Context: an optimization exercise on an open-source flow, tuned for small area. The choices shown serve that exercise and are no tape-out recipe.
Only simulation tests tie the RTL to the original design; equivalence was not proved.
Power and IR drop assume default switching activity.

==> job 1283 <==
## scaler_top
module scaler_top (
	input  wire        clk             ,
	input  wire        rst             ,
	input  wire [23:0] i_vid_data      ,
	input  wire        i_vid_de        ,
	output wire        o_vid_fifo_read ,
	input  wire        i_vid_vs        ,
	output wire [23:0] o_vout_data     ,
	output wire        o_vout_de       ,
	output wire        o_vout_vs       ,
	input  wire        i_vout_read     ,
	input  wire [4:0]  i_src_image_x   ,
	input  wire [10:0] i_src_image_y   ,
	input  wire [10:0] i_des_image_x   ,
	input  wire [10:0] i_des_image_y   ,
	input  wire [21:0] i_scaler_x_ratio,
	input  wire [21:0] i_scaler_y_ratio,
	input  wire        i_scaler_type
);
==> module ramFifo, before the edit <==
module ramFifo (
	input  wire        clk   ,
	input  wire        we    ,
	input  wire [1:0]  wline ,
	input  wire [4:0]  waddr ,
	input  wire [23:0] wdata ,
	input  wire [4:0]  raddr ,
	input  wire [1:0]  rline ,		 
	output reg  [23:0] readData00,	 
	output reg  [23:0] readData01,	 
	output reg  [23:0] readData10,	 
	output reg  [23:0] readData11	 
);
reg [3071:0] mem;
genvar l, b, k;
generate
	for (l = 0; l < 4; l = l + 1) begin : g_wl
		for (b = 0; b < 2; b = b + 1) begin : g_wb
			for (k = 0; k < 16; k = k + 1) begin : g_wk
				always @(posedge clk)
					if (we && wline == l && waddr == (2*k + b)) mem[(l*32 + b*16 + k)*24 +: 24] <= wdata;
			end
		end
	end
endgenerate
wire [3:0] eIdx = raddr[4:1] + raddr[0];
wire [3:0] oIdx = raddr[4:1];
reg [23:0] evenQ [0:3];
reg [23:0] oddQ  [0:3];
integer li;
always @(*) begin
	for (li = 0; li < 4; li = li + 1) begin
		evenQ[li] = mem[(li*32 + eIdx)*24 +: 24];
		oddQ[li]  = mem[(li*32 + 16 + oIdx)*24 +: 24];
	end
end
wire [1:0]  rline1 = rline + 2'd1;
wire [23:0] e0 = evenQ[rline],  o0 = oddQ[rline];
wire [23:0] e1 = evenQ[rline1], o1 = oddQ[rline1];
always @(posedge clk) begin
	readData00 <= raddr[0] ? o0 : e0;
	readData01 <= raddr[0] ? e0 : o0;
	readData10 <= raddr[0] ? o1 : e1;
	readData11 <= raddr[0] ? e1 : o1;
end
endmodule  
==> flow/config.mk <==
export PLATFORM = sky130hd
export DESIGN_NAME = scaler_top
export DESIGN_NICKNAME = scaler_top
export VERILOG_FILES = /design/flow/design.v
export SDC_FILE = /design/flow/constraint.sdc
export NUM_CORES = 4
export LEC_CHECK = 0
export CAP_MARGIN = 20
export CORE_MARGIN = 2
export CORE_UTILIZATION = 40
export SLEW_MARGIN = 20
==> flow/constraint.sdc <==
create_clock -name core_clock -period 10.0 [get_ports {clk}]
set_input_delay 2.0000 -clock core_clock [delete_from_list [all_inputs] [get_ports {clk}]]
set_output_delay 2.0000 -clock core_clock [all_outputs]
set_load 0.01 [all_outputs]
run.sh (not shown) runs the stock make flow with config.mk's settings and CLKGATE_MAP_FILE= SYNTH_SCRIPT=/design/flow/synth_recipe.tcl, a recipe that flattens the netlist after the stock synthesis.
==> job 146 (differences from job 1283) <==
--- a/flow/design.v
+++ b/flow/design.v
@@ -761,13 +761,14 @@
 endgenerate
-wire [3:0] eIdx = raddr[4:1] + raddr[0];
-wire [3:0] oIdx = raddr[4:1];
-reg [23:0] evenQ [0:3];
-reg [23:0] oddQ  [0:3];
-integer li;
-always @(*) begin
-	for (li = 0; li < 4; li = li + 1) begin
-		evenQ[li] = mem[(li*32 + eIdx)*24 +: 24];
-		oddQ[li]  = mem[(li*32 + 16 + oIdx)*24 +: 24];
+wire [3:0]  eIdx = raddr[4:1] + raddr[0];
+wire [3:0]  oIdx = raddr[4:1];
+wire [15:0] eSel = 16'd1 << eIdx;
+wire [15:0] oSel = 16'd1 << oIdx;
+wire [23:0] evenQ [0:3];
+wire [23:0] oddQ  [0:3];
+generate
+	for (l = 0; l < 4; l = l + 1) begin : g_rd
+		sel16 u_even (.sel(eSel), .d(mem[l*768       +: 384]), .q(evenQ[l]));
+		sel16 u_odd  (.sel(oSel), .d(mem[l*768 + 384 +: 384]), .q(oddQ[l]));
 	end
-end
+endgenerate
 wire [1:0]  rline1 = rline + 2'd1;
@@ -782,2 +783,13 @@
 endmodule  
+module sel16 (
+	input  wire [15:0]  sel,
+	input  wire [383:0] d,
+	output reg  [23:0]  q
+);
+integer k;
+always @(*) begin
+	q = 24'd0;
+	for (k = 0; k < 16; k = k + 1) q = q | (d[k*24 +: 24] & {24{sel[k]}});
+end
+endmodule
 module helai_video_scale #(
--- a/flow/config.mk
+++ b/flow/config.mk
@@ -7,5 +7,9 @@
 export LEC_CHECK = 0
-export CAP_MARGIN = 20
+export CAP_MARGIN = 0
 export CORE_MARGIN = 2
-export CORE_UTILIZATION = 40
-export SLEW_MARGIN = 20
+export CORE_UTILIZATION = 60
+export CTS_BUF_LIST = sky130_fd_sc_hd__clkbuf_8
+export CTS_CLUSTER_SIZE = 30
+export GPL_TIMING_DRIVEN = 0
+export SLEW_MARGIN = 0
+export SYNTH_HIERARCHICAL = 1
==> job 4367 (differences from job 1283) <==
--- a/flow/design.v
+++ b/flow/design.v
@@ -761,13 +761,14 @@
 endgenerate
-wire [3:0] eIdx = raddr[4:1] + raddr[0];
-wire [3:0] oIdx = raddr[4:1];
-reg [23:0] evenQ [0:3];
-reg [23:0] oddQ  [0:3];
-integer li;
-always @(*) begin
-	for (li = 0; li < 4; li = li + 1) begin
-		evenQ[li] = mem[(li*32 + eIdx)*24 +: 24];
-		oddQ[li]  = mem[(li*32 + 16 + oIdx)*24 +: 24];
+wire [3:0]  eIdx = raddr[4:1] + raddr[0];
+wire [3:0]  oIdx = raddr[4:1];
+wire [15:0] eSel = 16'd1 << eIdx;
+wire [15:0] oSel = 16'd1 << oIdx;
+wire [23:0] evenQ [0:3];
+wire [23:0] oddQ  [0:3];
+generate
+	for (l = 0; l < 4; l = l + 1) begin : g_rd
+		sel16 u_even (.sel(eSel), .d(mem[l*768       +: 384]), .q(evenQ[l]));
+		sel16 u_odd  (.sel(oSel), .d(mem[l*768 + 384 +: 384]), .q(oddQ[l]));
 	end
-end
+endgenerate
 wire [1:0]  rline1 = rline + 2'd1;
@@ -782,2 +783,13 @@
 endmodule  
+module sel16 (
+	input  wire [15:0]  sel,
+	input  wire [383:0] d,
+	output reg  [23:0]  q
+);
+integer k;
+always @(*) begin
+	q = 24'd0;
+	for (k = 0; k < 16; k = k + 1) q = q | (d[k*24 +: 24] & {24{sel[k]}});
+end
+endmodule
 module helai_video_scale #(
==> flow/flow/run.sh (new file) <==
#!/bin/bash
# Standard layout (the standard.sh: synthesis, floorplan, placement,
# routing) with one change at clock tree synthesis: clusters of up to 24
# flip-flops per clkbuf_16 leaf buffer and no dummy loads, instead of the
# default clusters of about 11 and balancing dummy loads. The make output
# goes to flow_make.log; each ORFS step keeps its own log under orfs/logs.
set -euo pipefail
cd "$(dirname "$0")/.."
B=sky130_fd_sc_hd__clkbuf_16
bash standard.sh \
  CTS_ARGS="-sink_clustering_enable -repair_clock_nets -dont_use_dummy_load -buf_list $B -sink_clustering_size 24 -sink_clustering_max_diameter 60 -sink_buffer_max_cap_derate 1.0" \
  finish > flow_make.log 2>&1
==> flow/standard.sh (new file) <==
#!/bin/bash
# synth_recipe.tcl (not shown) runs the flow's synth.tcl, then flattens the netlist and writes it again
# the make line also repeats each setting of config.mk as NAME=value (left out here)
make -C /OpenROAD-flow-scripts/flow DESIGN_CONFIG=/design/flow/config.mk WORK_HOME=/design/flow/orfs CLKGATE_MAP_FILE= SYNTH_SCRIPT=/design/flow/synth_recipe.tcl "${@:-finish}"
--- a/flow/config.mk
+++ b/flow/config.mk
@@ -9,3 +9,4 @@
 export CORE_MARGIN = 2
-export CORE_UTILIZATION = 40
+export CORE_UTILIZATION = 60
 export SLEW_MARGIN = 20
+export SYNTH_HIERARCHICAL = 1
removed: flow/run.sh
==> run summary <==
| metric | job 1283 | job 146 | job 4367 |
|---|---|---|---|
| Status | finished clean | complete, but fails checks | finished clean |
| Violated checks | - | capacitance limit, slew limit | - |
| Count of placed standard cells including taps | 14268 | 13593 | 13306 |
| Number of slew-limit violations in the final report | 0 | 50 | 0 |
| Root buffer cell | clkbuf_16 | clkbuf_8 | clkbuf_16 |
| Initial antenna violation count | 19 | 36 | 16 |
| Max Cap Viol | 0 | 2 | 0 |
| Vias per Instance | 5.54 | 6.55 | 6.85 |
| Endpoint of the worst setup timing path | u_scale.coeff00[8] | u_scale.o_vout_data[23] | u_scale.coeff00[8] |
| Layout multi-input combinational cell count | 4492 | 5327 | 5327 |
| Slowest library cell on the worst path | xor2_1 | dfxtp_1 | dfxtp_1 |
| Pin count of the biggest net entering global routing | 193 | 109 | 100 |
| Share of power burned in the clock network | 44.1% | 40.3% | 32.7% |
| Arr. time, crit path | 8.23 ns | 8.61 ns | 8.16 ns |
| Reg-to-Reg End | u_scale.coeff00[8] | u_scale.o_vout_data[23] | u_scale.coeff00[8] |

* * *

==> tundra: inputs <==
Another version of the RTL of scaler_top (not shown whole).
export LEC_CHECK = 0
export CAP_MARGIN = 20
export CORE_MARGIN = 2
export CORE_UTILIZATION = 60
export SLEW_MARGIN = 20
export SYNTH_HIERARCHICAL = 1
create_clock -name core_clock -period 10.0 [get_ports {clk}]
standard.sh (not shown) runs the stock make flow with config.mk's settings and CLKGATE_MAP_FILE= SYNTH_SCRIPT=/design/flow/synth_recipe.tcl, a recipe that flattens the netlist after the stock synthesis.
==> flow/flow/run.sh <==
#!/bin/bash
# The standard layout (standard.sh) with three changes:
#  * synthesis: the standard flow's script with the synth wrapper of synth_proc.tcl
#    (modules blend_sum and sel16 skip the quick ABC pass of synth);
#  * port buffers: buf_1 (instead of clkdlybuf4s50_1) on every input and
#    output port;
#  * clock tree synthesis: clusters of up to 30 flip-flops per clkbuf_16
#    leaf buffer and no dummy loads.
# The make output goes to flow_make.log; each ORFS step keeps its own log
# under orfs/logs.
set -euo pipefail
cd "$(dirname "$0")/.."
head -1 synth_recipe.tcl | grep -q '^proc synth ' || { echo "unexpected synth_recipe.tcl" >&2; exit 1; }
{ cat flow/synth_proc.tcl; tail -n +2 synth_recipe.tcl; } > flow_synth.tcl
B=sky130_fd_sc_hd__clkbuf_16
bash standard.sh \
  SYNTH_SCRIPT="$PWD/flow_synth.tcl" \
  BUFFER_PORTS_ARGS="-buffer_cell sky130_fd_sc_hd__buf_1" \
  CTS_ARGS="-sink_clustering_enable -repair_clock_nets -dont_use_dummy_load -buf_list $B -sink_clustering_size 30 -sink_clustering_max_diameter 80 -sink_buffer_max_cap_derate 1.0" \
  finish > flow_make.log 2>&1
==> flow/flow/synth_proc.tcl <==
# Replaces the first line of the standard flow's synth_recipe.tcl (its synth wrapper).
# Same passes as the standard flow's wrapper (synth -nofsm -noshare), except that the
# register-free modules blend_sum and sel16 skip the quick ABC pass of
# synth's fine step, so extract_fa maps its Dadda tree to full adders as
# written (ABC's restructuring leaves ~240 inverters between the adders).
# Every other module gets the same ABC and opt passes as before.
set noabc_modules {blend_sum sel16}
proc synth {args} {
  if {[lsearch -exact $args "fine:"] >= 0} {
    yosys synth -nofsm -noshare {*}$args -noabc
    set sel [list =*]
    foreach m $::noabc_modules { lappend sel =$m %d }
    yosys abc -fast {*}$sel
    yosys opt -fast {*}$sel
  } else {
    yosys synth -nofsm -noshare {*}$args
  }
}
==> inputs of violet, as changes to tundra <==
--- a/flow/design.v
+++ b/flow/design.v
@@ -894,49 +894,34 @@
 	assign c11 = P[15:8] + rUp;
 	assign c01 = {1'b0, x} - q;
 	assign c10 = {1'b0, y} - q;
 	assign c00 = 9'd256 + c11 - x - y;
 endmodule
 module ramFifo (
 	input  wire        clk   ,
 	input  wire        we    ,
-	input  wire        wclr  ,		 
-	input  wire        wadv  ,		 
+	input  wire [1:0]  wline ,
 	input  wire [4:0]  waddr ,
 	input  wire [23:0] wdata ,
 	input  wire [4:0]  raddr ,
 	input  wire [1:0]  rline ,		 
 	output reg  [23:0] readData00,	 
 	output reg  [23:0] readData01,	 
 	output reg  [23:0] readData10,	 
 	output reg  [23:0] readData11	 
 );
 reg [3071:0] mem;
-reg [3:0] wlineHot, wlineCold;
-always @(posedge clk) begin
-	if (wclr) begin
-		wlineHot  <= 4'b0001;
-		wlineCold <= 4'b1110;
-	end
-	else if (wadv) begin
-		wlineHot  <= {wlineHot[2:0], wlineHot[3]};
-		wlineCold <= {wlineCold[2:0], wlineCold[3]};
-	end
-end
 genvar l, b, k;
 generate
 	for (l = 0; l < 4; l = l + 1) begin : g_wl
 		for (b = 0; b < 2; b = b + 1) begin : g_wb
 			for (k = 0; k < 16; k = k + 1) begin : g_wk
-				wire colSel = waddr == (2*k + b);
-				wire en   = we & wlineHot[l] & colSel;
-				wire hold = ~we | wlineCold[l] | ~colSel;
 				always @(posedge clk)
-					mem[(l*32 + b*16 + k)*24 +: 24] <= (wdata & {24{en}}) | (mem[(l*32 + b*16 + k)*24 +: 24] & {24{hold}});
+					if (we && wline == l && waddr == (2*k + b)) mem[(l*32 + b*16 + k)*24 +: 24] <= wdata;
 			end
 		end
 	end
 endgenerate
 wire [3:0]  eIdx = raddr[4:1] + raddr[0];
 wire [3:0]  oIdx = raddr[4:1];
 wire [15:0] eSel = 16'd1 << eIdx;
 wire [15:0] oSel = 16'd1 << oIdx;
@@ -1005,16 +990,17 @@
 input  wire							                 i_scaler_type
 );
 assign o_vout_vs = i_vid_vs;
 wire clr = rst | i_vid_vs;
 reg        advanceRead1;
 reg        advanceRead2;
 reg [2:0]  fillCount;
 reg [1:0]  readSel;			 
+reg [1:0]  writeSel;		 
 reg        readyForRead;
 reg [10:0] outputColumn;
 reg [18:0] xScaleAmount;	 
 reg [13:0] yScaleFrac;		 
 wire [14:0] yFracNext = {1'b0, yScaleFrac} + {1'b0, i_scaler_y_ratio[13:0]};
 wire [8:0]  yStep = i_scaler_y_ratio[21:14] + yFracNext[14];
 reg        lineSwitchOutputDisable;
 reg        dOutValidInt;
@@ -1213,37 +1199,38 @@
 end
 wire advanceWrite = (writeColCount == i_src_image_x) & (discardInput == 0) & xfer;
 assign allDataWritten = writeState == 2;
 assign o_vid_fifo_read = (fillCount < BUFFER_SIZE) & enableNextDin;
 wire writeEnable = xfer & ~discardInput & ~forceRead;
 always @(posedge clk) begin
 	if (clr) begin
 		readSel <= 0;
+		writeSel <= 0;
 		fillCount <= 0;
 	end
 	else begin
 		if (advanceRead1) readSel <= readSel + 2'd1;
 		else if (advanceRead2) readSel <= readSel + 2'd2;
+		if (advanceWrite) writeSel <= writeSel + 2'd1;
 		if (advanceWrite) begin
 			if (advanceRead1) fillCount <= fillCount;
 			else if (advanceRead2) fillCount <= fillCount - 1;
 			else fillCount <= fillCount + 1;
 		end
 		else begin
 			if (advanceRead1) fillCount <= fillCount - 1;
 			else if (advanceRead2) fillCount <= fillCount - 2;
 		end
 	end
 end
 ramFifo ramRB (
 	.clk       (clk          ),
 	.we        (writeEnable  ),
-	.wclr      (clr          ),
-	.wadv      (advanceWrite ),
+	.wline     (writeSel     ),
 	.waddr     (writeColCount),
 	.wdata     (i_vid_data   ),
 	.raddr     (raddr2       ),
 	.rline     (rsel1        ),
 	.readData00(readData00   ),
 	.readData01(readData01   ),
 	.readData10(readData10   ),
 	.readData11(readData11   )
==> flow/flow/run.sh (replaced) <==
#!/bin/bash
# The standard layout (standard.sh) with two changes:
#  * synthesis: the standard flow's script with the synth wrapper of synth_proc.tcl
#    (module blend_sum skips the quick ABC pass before extract_fa);
#  * clock tree synthesis: clusters of up to 24 flip-flops per clkbuf_16
#    leaf buffer and no dummy loads.
# The make output goes to flow_make.log; each ORFS step keeps its own log
# under orfs/logs.
set -euo pipefail
cd "$(dirname "$0")/.."
head -1 synth_recipe.tcl | grep -q '^proc synth ' || { echo "unexpected synth_recipe.tcl" >&2; exit 1; }
{ cat flow/synth_proc.tcl; tail -n +2 synth_recipe.tcl; } > flow_synth.tcl
B=sky130_fd_sc_hd__clkbuf_16
bash standard.sh \
  SYNTH_SCRIPT="$PWD/flow_synth.tcl" \
  CTS_ARGS="-sink_clustering_enable -repair_clock_nets -dont_use_dummy_load -buf_list $B -sink_clustering_size 24 -sink_clustering_max_diameter 60 -sink_buffer_max_cap_derate 1.0" \
  finish > flow_make.log 2>&1
==> flow/flow/synth_proc.tcl (replaced) <==
# Replaces the first line of the standard flow's synth_recipe.tcl (its synth wrapper).
# Same passes as the standard flow's wrapper (synth -nofsm -noshare), except that the
# register-free arithmetic module blend_sum skips the quick ABC pass of
# synth's fine step, so extract_fa maps its Dadda tree to full adders as
# written (ABC's restructuring leaves ~240 inverters between the adders).
# Every other module gets the same ABC and opt passes as before.
set noabc_modules {blend_sum}
proc synth {args} {
  if {[lsearch -exact $args "fine:"] >= 0} {
    yosys synth -nofsm -noshare {*}$args -noabc
    set sel [list =*]
    foreach m $::noabc_modules { lappend sel =$m %d }
    yosys abc -fast {*}$sel
    yosys opt -fast {*}$sel
  } else {
    yosys synth -nofsm -noshare {*}$args
  }
}
==> inputs of amber, as changes to tundra <==
--- a/flow/design.v
+++ b/flow/design.v
@@ -894,49 +894,34 @@
 	assign c11 = P[15:8] + rUp;
 	assign c01 = {1'b0, x} - q;
 	assign c10 = {1'b0, y} - q;
 	assign c00 = 9'd256 + c11 - x - y;
 endmodule
 module ramFifo (
 	input  wire        clk   ,
 	input  wire        we    ,
-	input  wire        wclr  ,		 
-	input  wire        wadv  ,		 
+	input  wire [1:0]  wline ,
 	input  wire [4:0]  waddr ,
 	input  wire [23:0] wdata ,
 	input  wire [4:0]  raddr ,
 	input  wire [1:0]  rline ,		 
 	output reg  [23:0] readData00,	 
 	output reg  [23:0] readData01,	 
 	output reg  [23:0] readData10,	 
 	output reg  [23:0] readData11	 
 );
 reg [3071:0] mem;
-reg [3:0] wlineHot, wlineCold;
-always @(posedge clk) begin
-	if (wclr) begin
-		wlineHot  <= 4'b0001;
-		wlineCold <= 4'b1110;
-	end
-	else if (wadv) begin
-		wlineHot  <= {wlineHot[2:0], wlineHot[3]};
-		wlineCold <= {wlineCold[2:0], wlineCold[3]};
-	end
-end
 genvar l, b, k;
 generate
 	for (l = 0; l < 4; l = l + 1) begin : g_wl
 		for (b = 0; b < 2; b = b + 1) begin : g_wb
 			for (k = 0; k < 16; k = k + 1) begin : g_wk
-				wire colSel = waddr == (2*k + b);
-				wire en   = we & wlineHot[l] & colSel;
-				wire hold = ~we | wlineCold[l] | ~colSel;
 				always @(posedge clk)
-					mem[(l*32 + b*16 + k)*24 +: 24] <= (wdata & {24{en}}) | (mem[(l*32 + b*16 + k)*24 +: 24] & {24{hold}});
+					if (we && wline == l && waddr == (2*k + b)) mem[(l*32 + b*16 + k)*24 +: 24] <= wdata;
 			end
 		end
 	end
 endgenerate
 wire [3:0]  eIdx = raddr[4:1] + raddr[0];
 wire [3:0]  oIdx = raddr[4:1];
 wire [15:0] eSel = 16'd1 << eIdx;
 wire [15:0] oSel = 16'd1 << oIdx;
@@ -1005,16 +990,17 @@
 input  wire							                 i_scaler_type
 );
 assign o_vout_vs = i_vid_vs;
 wire clr = rst | i_vid_vs;
 reg        advanceRead1;
 reg        advanceRead2;
 reg [2:0]  fillCount;
 reg [1:0]  readSel;			 
+reg [1:0]  writeSel;		 
 reg        readyForRead;
 reg [10:0] outputColumn;
 reg [18:0] xScaleAmount;	 
 reg [13:0] yScaleFrac;		 
 wire [14:0] yFracNext = {1'b0, yScaleFrac} + {1'b0, i_scaler_y_ratio[13:0]};
 wire [8:0]  yStep = i_scaler_y_ratio[21:14] + yFracNext[14];
 reg        lineSwitchOutputDisable;
 reg        dOutValidInt;
@@ -1213,37 +1199,38 @@
 end
 wire advanceWrite = (writeColCount == i_src_image_x) & (discardInput == 0) & xfer;
 assign allDataWritten = writeState == 2;
 assign o_vid_fifo_read = (fillCount < BUFFER_SIZE) & enableNextDin;
 wire writeEnable = xfer & ~discardInput & ~forceRead;
 always @(posedge clk) begin
 	if (clr) begin
 		readSel <= 0;
+		writeSel <= 0;
 		fillCount <= 0;
 	end
 	else begin
 		if (advanceRead1) readSel <= readSel + 2'd1;
 		else if (advanceRead2) readSel <= readSel + 2'd2;
+		if (advanceWrite) writeSel <= writeSel + 2'd1;
 		if (advanceWrite) begin
 			if (advanceRead1) fillCount <= fillCount;
 			else if (advanceRead2) fillCount <= fillCount - 1;
 			else fillCount <= fillCount + 1;
 		end
 		else begin
 			if (advanceRead1) fillCount <= fillCount - 1;
 			else if (advanceRead2) fillCount <= fillCount - 2;
 		end
 	end
 end
 ramFifo ramRB (
 	.clk       (clk          ),
 	.we        (writeEnable  ),
-	.wclr      (clr          ),
-	.wadv      (advanceWrite ),
+	.wline     (writeSel     ),
 	.waddr     (writeColCount),
 	.wdata     (i_vid_data   ),
 	.raddr     (raddr2       ),
 	.rline     (rsel1        ),
 	.readData00(readData00   ),
 	.readData01(readData01   ),
 	.readData10(readData10   ),
 	.readData11(readData11   )
--- a/flow/flow/run.sh
+++ b/flow/flow/run.sh
@@ -1,12 +1,12 @@
 #!/bin/bash
 # The standard layout (standard.sh) with three changes:
 #  * synthesis: the standard flow's script with the synth wrapper of synth_proc.tcl
-#    (modules blend_sum and sel16 skip the quick ABC pass of synth);
+#    (module blend_sum skips the quick ABC pass before extract_fa);
 #  * port buffers: buf_1 (instead of clkdlybuf4s50_1) on every input and
 #    output port;
 #  * clock tree synthesis: clusters of up to 30 flip-flops per clkbuf_16
 #    leaf buffer and no dummy loads.
 # The make output goes to flow_make.log; each ORFS step keeps its own log
 # under orfs/logs.
 set -euo pipefail
 cd "$(dirname "$0")/.."
==> flow/flow/synth_proc.tcl (replaced) <==
# Replaces the first line of the standard flow's synth_recipe.tcl (its synth wrapper).
# Same passes as the standard flow's wrapper (synth -nofsm -noshare), except that the
# register-free arithmetic module blend_sum skips the quick ABC pass of
# synth's fine step, so extract_fa maps its Dadda tree to full adders as
# written (ABC's restructuring leaves ~240 inverters between the adders).
# Every other module gets the same ABC and opt passes as before.
set noabc_modules {blend_sum}
proc synth {args} {
  if {[lsearch -exact $args "fine:"] >= 0} {
    yosys synth -nofsm -noshare {*}$args -noabc
    set sel [list =*]
    foreach m $::noabc_modules { lappend sel =$m %d }
    yosys abc -fast {*}$sel
    yosys opt -fast {*}$sel
  } else {
    yosys synth -nofsm -noshare {*}$args
  }
}
==> inputs of ember, as changes to tundra <==
==> flow/flow/run.sh (replaced) <==
#!/bin/bash
# The standard layout (standard.sh) with four changes:
#  * synthesis: the standard flow's script with the synth wrapper of synth_proc.tcl
#    (modules blend_sum and sel16 skip the quick ABC pass of synth);
#  * after floorplan (downsize.tcl): combinational cells back to their
#    smallest drive strength before placement's repair sizes them;
#  * port buffers: buf_1 (instead of clkdlybuf4s50_1) on every input and
#    output port;
#  * clock tree synthesis: clusters of up to 27 flip-flops per clkbuf_16
#    leaf buffer and no dummy loads.
# The make output goes to flow_make.log; each ORFS step keeps its own log
# under orfs/logs.
set -euo pipefail
cd "$(dirname "$0")/.."
head -1 synth_recipe.tcl | grep -q '^proc synth ' || { echo "unexpected synth_recipe.tcl" >&2; exit 1; }
{ cat flow/synth_proc.tcl; tail -n +2 synth_recipe.tcl; } > flow_synth.tcl
B=sky130_fd_sc_hd__clkbuf_16
bash standard.sh \
  SYNTH_SCRIPT="$PWD/flow_synth.tcl" \
  POST_FLOORPLAN_TCL="$PWD/flow/downsize.tcl" \
  BUFFER_PORTS_ARGS="-buffer_cell sky130_fd_sc_hd__buf_1" \
  CTS_ARGS="-sink_clustering_enable -repair_clock_nets -dont_use_dummy_load -buf_list $B -sink_clustering_size 27 -sink_clustering_max_diameter 70 -sink_buffer_max_cap_derate 1.0" \
  finish > flow_make.log 2>&1
==> flow/flow/downsize.tcl (new file) <==
# POST_FLOORPLAN hook: set every combinational cell that synthesis mapped at
# a drive strength above the smallest available one back to that smallest
# one (same function and pins); placement's repair_design then sizes up
# only what its loads need. Flip-flops, buffers and inverters are left.
set block [ord::get_db_block]
set db [ord::get_db]
set n 0
set saved 0.0
foreach inst [$block getInsts] {
  set m [$inst getMaster]
  set name [$m getName]
  if {![regexp {^(sky130_fd_sc_hd__)([a-z0-9]+)_([0-9]+)$} $name -> pfx base drv]} { continue }
  if {[regexp {^(df|edf|sdf|dl|buf|clkbuf|inv|clkinv|tap|fill|decap|conb|diode|dly|clkdly)} $base]} { continue }
  foreach d {0 1 2} {
    if {$d >= $drv} { break }
    set cand [$db findMaster "${pfx}${base}_$d"]
    if {$cand != "NULL"} {
      set saved [expr {$saved + ([$m getWidth] - [$cand getWidth]) * [$m getHeight] / 1e6}]
      $inst swapMaster $cand
      incr n
      break
    }
  }
}
puts "downsize: $n cells set to their smallest drive strength, [format %.1f $saved] um^2"
==> run summary <==
In routed wire length, amber and violet hardly differ. The lowest global-route usage belongs to violet, the highest to tundra. In tundra the synthesized cell count is larger than in violet, by about 45%. Between tundra and amber, the lower flip-flop and latch count is in amber (gap 6).

[afterwards: timing with drivers on the ports]
In the flow no input, the clock included, has a driving cell. The finished layouts below were timed again as built, in two steps. Step 1 sets driving cells, clkbuf_16 on the clock port and buf_2 on the other inputs (assumed; they add their load-dependent delay and slew). Step 2 adds t to the input delays and takes it off the output delays; t is the mean of the earliest and latest rising clock arrival at the registers after step 1. Input paths then give back, and output paths get back, about the clock's delay inside the block. a / b / c = ideal ports / drivers / drivers and shift; a / b = the first two.
| run | t, ns | slack for setup (ns) | worst register clock-pin slew, ns | worst slew at a driven data input, ns | cell pins on the clock port's net |
|---|---|---|---|---|---|
| job 1283 | 1.063 | 2.597 / 2.597 / 2.597 | 0.07 / 0.07 | 0.22 | 1 |
| job 146 | 1.243 | 2.378 / 2.378 / 2.378 | 0.07 / 0.07 | 0.08 | 1 |
| job 4367 | 0.938 | 2.542 / 2.542 / 2.542 | 0.10 / 0.10 | 0.10 | 1 |
| tundra | 0.959 | 1.769 / 1.769 / 1.769 | 0.12 / 0.12 | 0.18 | 1 |
| violet | 0.950 | 2.337 / 2.337 / 2.337 | 0.10 / 0.10 | 0.11 | 1 |
| amber | 0.916 | 2.303 / 2.303 / 2.303 | 0.12 / 0.12 | 0.10 | 1 |
| ember | 0.954 | 1.848 / 1.848 / 1.848 | 0.11 / 0.11 | 0.24 | 1 |
